This is an optimization exercise on Yosys and OpenROAD, whose aim is small area, not a production implementation.
Function was checked by simulation only, so behaviour that the tests miss may differ from the original.
Power is estimated from default activity; no workload was simulated.

## flow/config.mk

```make
export PLATFORM = sky130hd
export DESIGN_NAME = cpu
export DESIGN_NICKNAME = cpu
export VERILOG_FILES = /design/flow/design.v
export SDC_FILE = /design/flow/constraint.sdc
export NUM_CORES = 4
export LEC_CHECK = 0
export CAP_MARGIN = 20
export CORE_MARGIN = 2
export CORE_UTILIZATION = 40
export SLEW_MARGIN = 20
```

## flow/constraint.sdc

```tcl
create_clock -name core_clock -period 10.0 [get_ports {clk}]
set_input_delay 2.0000 -clock core_clock [delete_from_list [all_inputs] [get_ports {clk}]]
set_output_delay 2.0000 -clock core_clock [all_outputs]
set_load 0.01 [all_outputs]
```

## flow/design.v

```verilog
module multiplier ( input logic clk,
input logic signed  [7:0] a, b, 
output logic signed [7:0] out);
	logic signed [15:0] mult_out;
	assign mult_out = a * b;
        assign out = mult_out[7:0];  
endmodule
module alu #(parameter n =8) (
input logic clk,
input logic [n-1:0] a, b,  
input logic [2:0] func,  
output logic [3:0] flags,  
output logic signed [n-1:0] result  
);
logic[n-1:0] ar,b1;  
logic[3:0] mulOut;
multiplier mul(.clk(clk),.a(a[3:0]),.b(b[3:0]),.out(mulOut));
always_comb
begin
      if(func==3'b011)
	    b1 = ~b + 1'b1;  
       else b1 = b;
		ar = a+b1;  
end  
always_comb
begin
	flags = 3'b0;
	result = a;  
	case(func)
		3'b000 : result = a;
		3'b001 : result = b;
		3'b010 : begin
			result = ar;  
			flags[3] = a[7] & b[7] & ~result[7] | ~a[7] & ~b[7] & result[7];  
			flags[0] = a[7] & b[7] | a[7] & ~result[7] | b[7] & ~result[7];  
		end
		3'b011 : begin
			result = ar;  
			flags[3] = a[7] & ~b[7] & ~result[7] | ~a[7] & b[7] & result[7];  
			flags[0] = ~a[7] & b[7] | ~a[7] & result[7] | b[7] & result[7];
		end
		3'b100 : result = a & b;
		3'b101 : result  = a | b;
		3'b110 : result = a ^ b;
		3'b111 : result = mulOut;
endcase
flags[1] = result == {n{1'b0}};  
flags[2] = result[n-1];  
end  
endmodule  
module decoder
( input logic [5:0] opcode,  
input [3:0] flags,  
output logic PCincr,PCabsbranch,PCrelbranch,
output logic [2:0] ALUfunc, 
output logic imm,
output logic w
  );
logic takeBranch;  
always_comb 
begin
   PCincr = 1'b1;  
   PCabsbranch = 1'b0; PCrelbranch = 1'b0;
   ALUfunc = opcode[2:0]; 
   imm=1'b0; w=1'b0; 
   takeBranch =  1'b0; 
   case(opcode[5:3])         
      3'b000 : begin  
	        w = 1'b1;  
	      end
      3'b001 : begin  
	        w = 1'b1;  
		  imm = 1'b1;  
	      end
      3'b010:;  
      3'b011: begin  
		takeBranch = flags[1];
	      end
      3'b100: begin   
		takeBranch = ~flags[1];
	      end
	default:
	    ;  
  endcase  
   if(takeBranch)  
   begin
      PCincr = 1'b0;
	  PCrelbranch = 1'b1; 
   end
end  
endmodule  
module registers #(parameter n = 8)  
(input logic clk, w, reset,  
 input logic [n-1:0] Wdata, 
 input logic [9:0] switches,
 input logic [4:0] Raddr1, Raddr2,
 output logic [n-1:0] Rdata1, Rdata2);
	logic [n-1:0] gpr [31:0];
	always_ff @ (posedge clk)
	begin
	gpr[1] <= switches[7:0];      
	gpr[2] <= switches [8];         
	if(reset) 
			for(int i =3; i<32;i++)
				gpr[i] <= 0;                   
		else if (w)
            gpr[Raddr1] <= Wdata;
	end
	always_comb
	begin
	   if (Raddr1==5'd0)
	         Rdata1 =  {n{1'b0}};
        else  Rdata1 = gpr[Raddr1];
        if (Raddr2==5'd0)
	        Rdata2 =  {n{1'b0}};
	  else  Rdata2 = gpr[Raddr2];
	end	
endmodule  
module pc #(parameter Psize = 6)  
(input logic clk, reset, PCincr,PCrelbranch,
 input logic [Psize-1:0] Branchaddr,
 output logic [Psize-1 : 0]PCout
);
logic[Psize-1:0] Rbranch;  
always_comb begin
  if (PCincr)
       Rbranch = { {(Psize-1){1'b0}}, 1'b1};
  else Rbranch =  Branchaddr + 1;
end
always_ff @ ( posedge clk )  
  if (reset)  
     PCout <= {Psize{1'b0}};
  else if (PCincr | PCrelbranch)  
     PCout <= PCout + Rbranch;  
endmodule  
module cpu #( parameter n = 8, Isize = 24, Psize = 6)  
(input logic clk,
  input logic reset,                
  input logic [n:0] SW,             
  input logic [Isize-1:0] I,        
  output logic [Psize-1:0] PC,      
  output logic [n-1:0] LED);  
logic [3:0] flags;
logic [5:0] opcode;  
logic [2:0] ALUfunc;
logic PCincr,PCabsbranch,PCrelbranch,imm,w;
logic [n-1:0] Rdata1, Rdata2, Alub, Wdata;
logic [4:0] Raddr1, Raddr2;
logic [Psize-1:0] Memaddress;
alu alu(.clk(clk),.a(Rdata1),.b(Alub),.func(ALUfunc),.flags(flags),.result(Wdata));
registers r(.clk(clk),.w(w),.reset(reset),.Wdata(Wdata),.switches({reset,SW}),.Raddr1(Raddr1),.Raddr2(Raddr2),.Rdata1(Rdata1),.Rdata2(Rdata2));
decoder d(.opcode(opcode),.flags(flags),.PCincr(PCincr),.PCabsbranch(PCabsbranch),.PCrelbranch(PCrelbranch),.imm(imm),.w(w),.ALUfunc(ALUfunc));
pc p(.clk(clk),.reset(reset),.PCincr(PCincr),.PCrelbranch(PCrelbranch),.Branchaddr(I[Psize-1:0]),.PCout(Memaddress));
always_comb
	begin
	opcode = I[Isize-1:Isize-6];
	Raddr1 = I[n+9:n+5];
	Raddr2 = I[n+4:n];
end
assign Alub = (imm ? I[n-1:0] : Rdata2);
assign LED = Wdata;
assign PC = Memaddress;
endmodule  
```

## flow/run.sh

```bash
#!/bin/bash
# synth_recipe.tcl (not shown) runs the flow's synth.tcl, then flattens the netlist and writes it again
# the make line also repeats each setting of config.mk as NAME=value (left out here)
make -C /OpenROAD-flow-scripts/flow DESIGN_CONFIG=/design/flow/config.mk WORK_HOME=/design/flow/orfs CLKGATE_MAP_FILE= SYNTH_SCRIPT=/design/flow/synth_recipe.tcl finish
```

==> results.yml <==
run_status:
  status: "complete, no violations"
placement:
  gp_congestion: 1.011
  dp_hpwl_um: 42800
  postPlaceCellArea_mm2: 0.01637
  numPortBuffers: 48
drt:
  drtAntennaViolNets: 0
  drt-pass1-iter-count: 7
  wl_per_cell_um: 30.03
  num_vias: 11760
  drt_iter0_markers: 1445
  wirelength_um: 56720
  routed_via_density: 6.226
  drc_errors: 0
worst_setup_path:
  r2r_end: "p.PCout[5]$_SDFF_PP0_"
  critPathCaptureType: "output pin"
  crit_path_max_fanout: 30
  crit_type: "in -> out"
  cp_data_arrival_time_ns: 7.55
  start_kind: "input port"
  rr_worst_depth: 30
  worstPathRequired_ns: 8.00
  rrSetupSlack_ns: 2.65
  r2r-start: "r.gpr[20][0]$_SDFFCE_PN0P_"
synth:
  synth_top_area_share_pct: 47.15
  synth_edf_count: 240
  yosys-top-cells-area: "edfxtp_1 (47%), mux4_2 (8.8%), mux2i_1 (8.4%)"
  synth-seq-cells: 262
  ys.warnings.count: 8
  syn_area_mm2: 0.01528
  async_flop_share_pct: 0
  synth_fp_nets: 1399
  synth_top_area_cell: "edfxtp_1"
  syn_inst: 1329
  synth_seq_area_share_pct: 50.03
  ys_types: 79
  synth_ff_type: "edfxtp_1"
  syn_area_per_cell_um2: 11.50
min_path:
  hp-class: "reg -> reg"
  min_from: "p.PCout[0]$_SDFF_PP0_"
  min_to: "p.PCout[0]$_SDFF_PP0_"
  hold_depth: 2
global_routing:
  grt_pass1_wl_um: 81160
  grt_max_degree: 54
  met1_usage_pct: 41.11
  busiest_layer: "met2"
  gr-total-overflow: 0
  antenna_found_initial: 1
  grt_pass1_vias: 11279
  track_usage_pct: 28.96
  grtUsageMet2_pct: 45.27
  met3_usage_pct: 4.726
cts:
  cts_resized: 0
  cts_hold_buf: 0
  h-tree-depth: 1
  cts_setup_buffers: 0
  cts.clk_slew.worst_paths_ns: 0.07
  ctsLongestPathBuffers: 3
  clkSinkCount: 262
  cts_tree: "yes"
  clock-root-buffer: "clkbuf_16"
  numCtsBuffers: 28
  clkLatencyLatePin_ns: 0.56
cells_and_area:
  final_common_cell: "nor2_1"
  final_cell_mix: "nor2_1 (273), edfxtp_1 (240), mux2i_1 (128), nand2_1 (80)"
  n_fill_cell: 3501
  fin_nets: 1426
  diodes: 0
  syn_to_final_growth_pct: 13.75
  drive_gt1_share_pct: 15.09
  final_area_mm2: 0.01739
die:
  core_mm2: 0.03767
  start_util_pct: 40.58
  ioPinCount: 49
  dieArea_mm2: 0.03979
  die_x_um: 199.5
  core.rowCount: 71
  die_h_um: 199.5
sta:
  drv_slew: 0
  post-route-period-util_pct: 95.47
  fin_tns_setup_ns: 0
  slew_headroom_pct: 44.05
  setup_viol: 0
  finalHoldViolations: 0
  tightest_slew_ns: 0.8263
  grt_setup_unrepaired: "no"
  finalClockSkew_ns: 0.01604
  clock.fmax_mhz: 104.7
  min_period_ns: 9.547
power_and_ir_drop:
  power_leakage_nw: 6.630
  vdd_drop_max_mv: 0.1284
  p_per_area_mw_per_mm2: 171.6
run:
  maxCapViolCount: 0
## cell type report
type	instances	area (µm²)	area share, %
clock buffers	34	839.6	4.829
well taps	511	639.4	3.677
repair buffers	96	849.6	4.886
clock inverters	18	177.7	1.022
flip-flops and latches	262	7647	43.98
multi-input cells	940	7126	40.98
inverters	28	107.6	0.6189
## worst max-delay path: stages
cell and delay (ns):
buf_2 0.54, buf_4 0.35, nor4_1 0.09, or3_1 0.40, nor4_1 0.40, or3_1 0.20
or2_1 0.23, inv_1 0.16, ha_1 0.31, nor2_1 0.04, a21oi_1 0.28, ha_1 0.31
a211oi_1 0.27, o21ai_0 0.19, a31oi_1 0.36, nand2b_1 0.16, nand4_1 0.10, xor2_1 0.16
xnor2_1 0.14, o22a_2 0.23, inv_1 0.08, clkdlybuf4s50_1 0.54
## sequential cells by signal, indices dropped and copies added (netlist names)
register / count
p.PCout: 6
r.gpr: 256
## worst max path at each step
stage,from,to,cells past startpoint
detailed placement,I[13],LED[2],18
floorplan,I[8],LED[6],19
global route,I[11],LED[7],22
global placement,I[13],p.PCout[5]$_SDFF_PP0_,30
finish,I[11],LED[7],22
CTS,I[13],LED[2],18
## through the flow
step / worst slack, ns / power, mW / hold WS [ns] / utilization (%) / instances
detailed placement: 0.5470 / 1.858 / 0.6158 / 43.46 / 1837
floorplan: 1.884 / 1.613 / 0.6218 / - / 1329
finish: 0.4528 / 2.983 / 0.6160 / 46.16 / 1889
CTS: 0.5446 / 2.975 / 0.6286 / 46.16 / 1889
global placement: 0.5397 / 1.856 / 0.5953 / 43.46 / 1837
global route: 0.1573 / 3.060 / 0.6683 / 46.16 / 1889
## where the power goes
| part | internal [mW] | switching (mW) | leakage [nW] |
|---|---|---|---|
| Sequential | 1.23 | 0.0318 | 2.65 |
| Combinational | 0.202 | 0.378 | 3.47 |
| Clock | 0.677 | 0.459 | 0.508 |
## Yosys cell counts, types with 10 or more instances
cell,number
nand2_1,80
nor2b_1,11
nand3_1,12
buf_2,26
inv_1,25
ha_1,33
mux2i_1,128
xor2_1,10
mux4_2,60
nor4_1,14
dfxtp_1,22
o22ai_1,60
mux2_2,26
xnor2_1,15
edfxtp_1,240
a21oi_1,22
o21ai_0,23
nor2_1,273
clkbuf_1,55
nand2b_1,36
## cell families (layout without fill, tap and decap cells)
| logic type | after synthesis | count (layout) | synth area share (%) |
|---|---|---|---|
| xor gates and xnor gates | 26 | 26 | 1.580 |
| muxes | 214 | 214 | 19.14 |
| and+or+nand+nor | 490 | 490 | 14.67 |
| buffers and inverters | 127 | 176 | 3.667 |
| AOI/OAI and AO/OA | 175 | 175 | 7.949 |
| DFF | 262 | 262 | 50.03 |
| adders and majority gates | 35 | 35 | 2.963 |
## layer usage
metal,vias up,wire length (µm)
met4,0,2122
met5,-,0
met2,708,25630
met3,105,5586
li1,5018,-
met1,5929,23380

re-timing with driven ports:
How much do the figures lean on ideal ports? The routed layout below was timed once more, with nothing changed but the port constraints. Step 1, drivers: a clkbuf_16 drives clk and a buf_2 each remaining input, both assumed. Step 2 adds t to the input delays and takes it off the output delays; t is the mean of the earliest and latest rising clock arrival at the registers after step 1. Input paths then give back, and output paths get back, about the clock's delay inside the block. Three values: no drivers, after step 1, after step 2; two values: the first two.
t, ns: 0.609
setup slack, ns: 0.453 / 0.430 / 0.417
latest minus earliest clock arrival (ns): 0.016 / 0.016
After both steps setup and hold are still met in this run. The setup slack of this run moves by -0.023 ns with the drivers and by -0.036 ns with both steps.
